Background: an optimization exercise with open tools, aiming at small area, a short achievable clock period and few clock cycles per item. Do not read the settings as production practice.
In this exercise RTL edits were held to simulation tests only and were not proved equivalent to the original.
No activity file was given, so power comes from the tool's default toggle rates.

==> inputs of build 51 <==
## md5_crack
module md5_crack(
  input clk,
  input reset_n,
  input start,               
  input [31:0] first,        
  input [127:0] target,      
  output done,               
  output found,              
  output [31:0] password     
    );
localparam [31:0] IV_A = 32'h67452301, IV_B = 32'hefcdab89,
                  IV_C = 32'h98badcfe, IV_D = 32'h10325476;
reg        busy;        
reg        pre;         
reg        done_r;
reg        found_r;
reg        win;         
reg [7:0]  t;           
reg [31:1] base;        
reg        valid0;      
reg        m0, m1;      
assign done     = done_r;
assign found    = found_r;
assign password = {base, win};
function [31:0] kw_rom(input [5:0] r);    
  case (r)
      6'd0: kw_rom = 32'h079ad4a8;
      6'd1: kw_rom = 32'h18f7e786;
      6'd2: kw_rom = 32'h2420715b;
      6'd3: kw_rom = 32'hc1bdceee;
      6'd4: kw_rom = 32'hf57c0faf;
      6'd5: kw_rom = 32'h4787c62a;
      6'd6: kw_rom = 32'ha8304613;
      6'd7: kw_rom = 32'hfd469501;
      6'd8: kw_rom = 32'h698098d8;
      6'd9: kw_rom = 32'h8b44f7af;
      6'd10: kw_rom = 32'hffff5bb1;
      6'd11: kw_rom = 32'h895cd7be;
      6'd12: kw_rom = 32'h6b901122;
      6'd13: kw_rom = 32'hfd987193;
      6'd14: kw_rom = 32'ha67943ce;
      6'd15: kw_rom = 32'h49b40821;
      6'd16: kw_rom = 32'h264e5592;
      6'd17: kw_rom = 32'hc040b340;
      6'd18: kw_rom = 32'h265e5a51;
      6'd19: kw_rom = 32'h19e6f7da;
      6'd20: kw_rom = 32'hd62f105d;
      6'd21: kw_rom = 32'h02441453;
      6'd22: kw_rom = 32'hd8a1e681;
      6'd23: kw_rom = 32'he7d3fbc8;
      6'd24: kw_rom = 32'h21e1cde6;
      6'd25: kw_rom = 32'hc3370816;
      6'd26: kw_rom = 32'hf4d50d87;
      6'd27: kw_rom = 32'h455a14ed;
      6'd28: kw_rom = 32'ha9e3e905;
      6'd29: kw_rom = 32'hfcefa478;
      6'd30: kw_rom = 32'h676f02d9;
      6'd31: kw_rom = 32'h8d2a4c8a;
  ...
export LEC_CHECK = 0
export CAP_MARGIN = 20
export CORE_MARGIN = 2
export CORE_UTILIZATION = 40
export SLEW_MARGIN = 20
create_clock -name core_clock -period 5.0 [get_ports {clk}]
run.sh (not shown) runs the stock make flow with config.mk's settings and CLKGATE_MAP_FILE= SYNTH_SCRIPT=/design/flow/synth_recipe.tcl, a recipe that flattens the netlist after the stock synthesis.
==> inputs of build 97, as changes to build 51 <==
--- a/flow/design.v
+++ b/flow/design.v
@@ -133,28 +133,31 @@
 wire [31:0] l0 = s2[0] ? {x2[30:0], x2[31]}    : x2;
 wire [31:0] l1 = s2[1] ? {l0[29:0], l0[31:30]} : l0;
 wire [31:0] l2 = s2[2] ? {l1[27:0], l1[31:28]} : l1;
 wire [31:0] l3 = s2[3] ? {l2[23:0], l2[31:24]} : l2;
 wire [31:0] l4 = s2[4] ? {l3[15:0], l3[31:16]} : l3;
 wire [31:0] bn = add32(b2, l4);
-wire [1:0] widx = t[2:1] - 2'd1;
 function [31:0] bswap(input [31:0] v);
   bswap = {v[7:0], v[15:8], v[23:16], v[31:24]};
 endfunction
-reg [31:0] ivw, tw;
+wire [1:0] widx  = t[2:1] - 2'd1;      
+wire [7:0] t1    = t + 8'd1;
+wire [1:0] widxn = t1[2:1] - 2'd1;     
+reg  [31:0] tw;
+reg  [31:0] ivw;
 always @(*) begin
   case (widx)
-    2'd0: begin ivw = IV_A; tw = bswap(target[127:96]); end
-    2'd1: begin ivw = IV_D; tw = bswap(target[31:0]);   end
-    2'd2: begin ivw = IV_C; tw = bswap(target[63:32]);  end
-    default: begin ivw = IV_B; tw = bswap(target[95:64]); end
+    2'd0: ivw = IV_A;
+    2'd1: ivw = IV_D;
+    2'd2: ivw = IV_C;
+    default: ivw = IV_B;
   endcase
 end
 wire [31:0] creq = b1 ^ ivw ^ tw;
 wire [31:0] cgen = (b1 & ivw) | (b1 & creq) | (ivw & creq);
-wire [31:0] bitok = ~({creq[31:1], 1'b0} ^ {cgen[30:0], creq[0]}) ;
+wire [31:0] bitok = ~({creq[31:1], 1'b0} ^ {cgen[30:0], creq[0]});
 reg  [3:0]  pc;
 wire        ok = &pc;
 reg  [31:0] inc;
 reg         cy;
 integer     k;
 always @(*) begin
@@ -165,27 +168,27 @@
     if (cy) begin
       if (inc[4*k +: 4] == 4'd9) inc[4*k +: 4] = 4'd0;
       else begin inc[4*k +: 4] = inc[4*k +: 4] + 4'd1; cy = 1'b0; end
     end
   end
 end
-wire at_end = ({base, 1'b0} == 32'h99999998);
+reg at_end;             
 wire grp_end = busy & (((t == 8'd124) & ~m0 & ~ok) | ((t == 8'd130) & ~(m1 & ok)));
 wire hit0    = busy & (t == 8'd129) & m0 & ok;
 wire hit1    = busy & (t == 8'd130) & m1 & ok;
-wire restart = pre | (grp_end & ~at_end);
-wire ld      = restart | (busy & (t == 8'd0));
-wire [7:0] tn  = t + 8'd1;
-wire [5:0] rn  = restart ? 6'd0 : tn[6:1];
-wire       jn  = restart ? 1'b0 : tn[0];
-wire use_w0 = (rn == 6'd0) | (rn == 6'd19) | (rn == 6'd41) | (rn == 6'd48);
-wire use_w1 = (rn == 6'd1) | (rn == 6'd16) | (rn == 6'd36) | (rn == 6'd55);
-wire [31:1] bn_ = grp_end ? inc[31:1] : base;    
-wire [31:0] v_w0 = {4'h0, bn_[19:16], 4'h0, bn_[23:20], 4'h0, bn_[27:24], 4'h0, bn_[31:28]};
-wire [31:0] v_w1 = {4'h0, bn_[3:1], jn, 4'h0, bn_[7:4], 4'h0, bn_[11:8], 4'h0, bn_[15:12]};
-wire [31:0] vn = (use_w0 ? v_w0 : 32'd0) | (use_w1 ? v_w1 : 32'd0);
+wire ld      = (t == 8'd255) | (t == 8'd0);
+wire       rst_nx = pre | (grp_end & ~at_end);
+wire [7:0] t2   = t + 8'd2;
+wire [5:0] r2   = t2[6:1];
+wire       j2   = t2[0];
+wire       u0   = rst_nx | (r2 == 6'd0) | (r2 == 6'd19) | (r2 == 6'd41) | (r2 == 6'd48);
+wire       u1   = ~rst_nx & ((r2 == 6'd1) | (r2 == 6'd16) | (r2 == 6'd36) | (r2 == 6'd55));
+wire [31:1] bv  = (grp_end & ~pre) ? inc[31:1] : base;
+wire [31:0] v_w0 = {4'h0, bv[19:16], 4'h0, bv[23:20], 4'h0, bv[27:24], 4'h0, bv[31:28]};
+wire [31:0] v_w1 = {4'h0, bv[3:1], j2 & ~rst_nx, 4'h0, bv[7:4], 4'h0, bv[11:8], 4'h0, bv[15:12]};
+reg  [31:0] vn;         
 always @(posedge clk) begin
   if (~reset_n) begin
     busy   <= 1'b0;
     pre    <= 1'b0;
     done_r <= 1'b0;
   end else if (start & ~busy & ~pre) begin
@@ -195,15 +198,15 @@
     win     <= 1'b0;
     base    <= first[31:1];
     valid0  <= ~first[0];
   end else if (pre) begin
     pre  <= 1'b0;
     busy <= 1'b1;
-    t    <= 8'd0;
+    t    <= 8'd255;
   end else if (busy) begin
-    t <= tn;
+    t <= t1;
     if (t == 8'd123) m0 <= ok & valid0;
     if (t == 8'd124) m1 <= ok;
     if (t == 8'd125 || t == 8'd127) m0 <= m0 & ok;
     if (t == 8'd126 || t == 8'd128) m1 <= m1 & ok;
     if (hit0 | hit1) begin
       busy    <= 1'b0;
@@ -212,28 +215,36 @@
       win     <= hit1 & ~hit0;
     end else if (grp_end) begin
       if (at_end) begin
         busy   <= 1'b0;
         done_r <= 1'b1;
       end else begin
-        t      <= 8'd0;
+        t      <= 8'd255;
         base   <= inc[31:1];
         valid0 <= 1'b1;
       end
     end
   end
 end
 always @(posedge clk) begin
+  at_end <= ({base, 1'b0} == 32'h99999998);
+  vn  <= (u0 ? v_w0 : 32'd0) | (u1 ? v_w1 : 32'd0);
+  case (widxn)
+    2'd0: tw <= bswap(target[127:96]);
+    2'd1: tw <= bswap(target[31:0]);
+    2'd2: tw <= bswap(target[63:32]);
+    default: tw <= bswap(target[95:64]);
+  endcase
   pc <= {&bitok[31:24], &bitok[23:16], &bitok[15:8], &bitok[7:0]};
   if (ld) begin
     b1 <= IV_B; c1 <= IV_C; d1 <= IV_D;
   end else begin
     b1 <= bn; c1 <= b2; d1 <= c2;
   end
   a1  <= add32(ld ? IV_A : d2, vn);
-  kw1 <= kw_rom(rn);
+  kw1 <= kw_rom(t1[6:1]);
   x2  <= x1;
   b2  <= b1;
   c2  <= c1;
   d2  <= d1;
   s2  <= s_of(r1);
 end
SETUP_SLACK_MARGIN = 1.0   (was unset)
==> comparison <==
Build 51 produced a layout that fails on negative setup slack. Build 97 ran to the end with no violations. Against build 51, the register-to-register slack of build 97 is higher by 620 ps. Maximum frequency: build 51 is smaller than build 97 (about 12%). Routed wire length: build 97 is lower than build 51 (about 12%). Of build 51 and build 97, build 97 has the higher synthesized cell count (gap 0.97%, measured against build 97). Against build 51, the setup slack of build 97 is better by 620 ps. Against build 97, the global-route usage of build 51 is higher by 5.7 points. Against build 97, the clock-buffer cell count of build 51 is lower by 1. Against build 51, the critical path depth of build 97 is lower by 6. In build 97 the final area is larger than in build 51, by about 5.6%. Hold slack: build 51 is higher than build 97 (17 ps).
==> figures <==
Status: build 97 complete, no violations; build 51 finished with violations
Reasons for failing layout checks: build 97 -; build 51 negative setup slack
Headroom to the max-slew limit: build 97 38.3%; build 51 24.5%
Fill cell count: build 97 5495; build 51 5542
Switching part of the total: build 97 44.4%; build 51 44.4%
Multi-input combinational gate total: build 97 2024; build 51 2048
Reg-to-reg slack, setup: build 97 610 ps; build 51 -9 ps
Combinational Power: build 97 14.2 mW; build 51 11.9 mW
First-pass detailed-route iteration total: build 97 9; build 51 6
Effective utilization at floorplan: build 97 40.4%; build 51 40.3%
Cell area after placement: build 97 27300 µm²; build 51 27600 µm²
Clk pwr share: build 97 14.5%; build 51 15.5%
Multi-input logic portion of the cell area: build 97 50.8%; build 51 52.0%
Final WS setup: build 97 610 ps; build 51 -8.66 ps
Fraction of the yosys area taken by sequential cells: build 97 34.2%; build 51 30.9%
Total power consumption of the routed design: build 97 23.7 mW; build 51 20.2 mW
Minimum clock period after layout: build 97 4390 ps; build 51 5010 ps
Die Ht: build 97 251 µm; build 51 247 µm
Max rail drop VDD: build 97 605 µV; build 51 478 µV
Final Cell Area: build 97 30900 µm²; build 51 29300 µm²
Signal buffers share of area: build 97 11.6%; build 51 12.2%
Worst-path clk slew: build 97 70 ps; build 51 60 ps
Plain + repair buffers: build 97 351; build 51 397
Testbench counts of build 51, summed over its fixed seeds: cycles 504,483, candidates 8,001.
Testbench counts of build 97, summed over its fixed seeds: cycles 508,515, candidates 8,001.

[what the ideal ports hide]
The results above use ideal ports. As a check the final layouts listed here were re-extracted and re-timed, cells and wires unchanged.
Step 1 assumes that a clkbuf_16 drives the clock port and a buf_2 every other input.
Step 2 adds t to the input delays and takes it off the output delays; t is the mean of the earliest and latest rising clock arrival at the registers after step 1. Input paths then give back, and output paths get back, about the clock's delay inside the block.
a / b / c = ideal ports / drivers / drivers and shift; a / b = the first two.
| run | shift t [ns] | setup slack, ns | worst hold slack (ns) | clock arrival spread, ns |
|---|---|---|---|---|
| build 51 | 0.635 | -0.009 / -0.009 / -0.009 | 0.384 / 0.384 / 0.384 | 0.049 / 0.049 |
| build 97 | 0.632 | 0.610 / 0.610 / 0.610 | 0.367 / 0.367 / 0.367 | 0.036 / 0.036 |
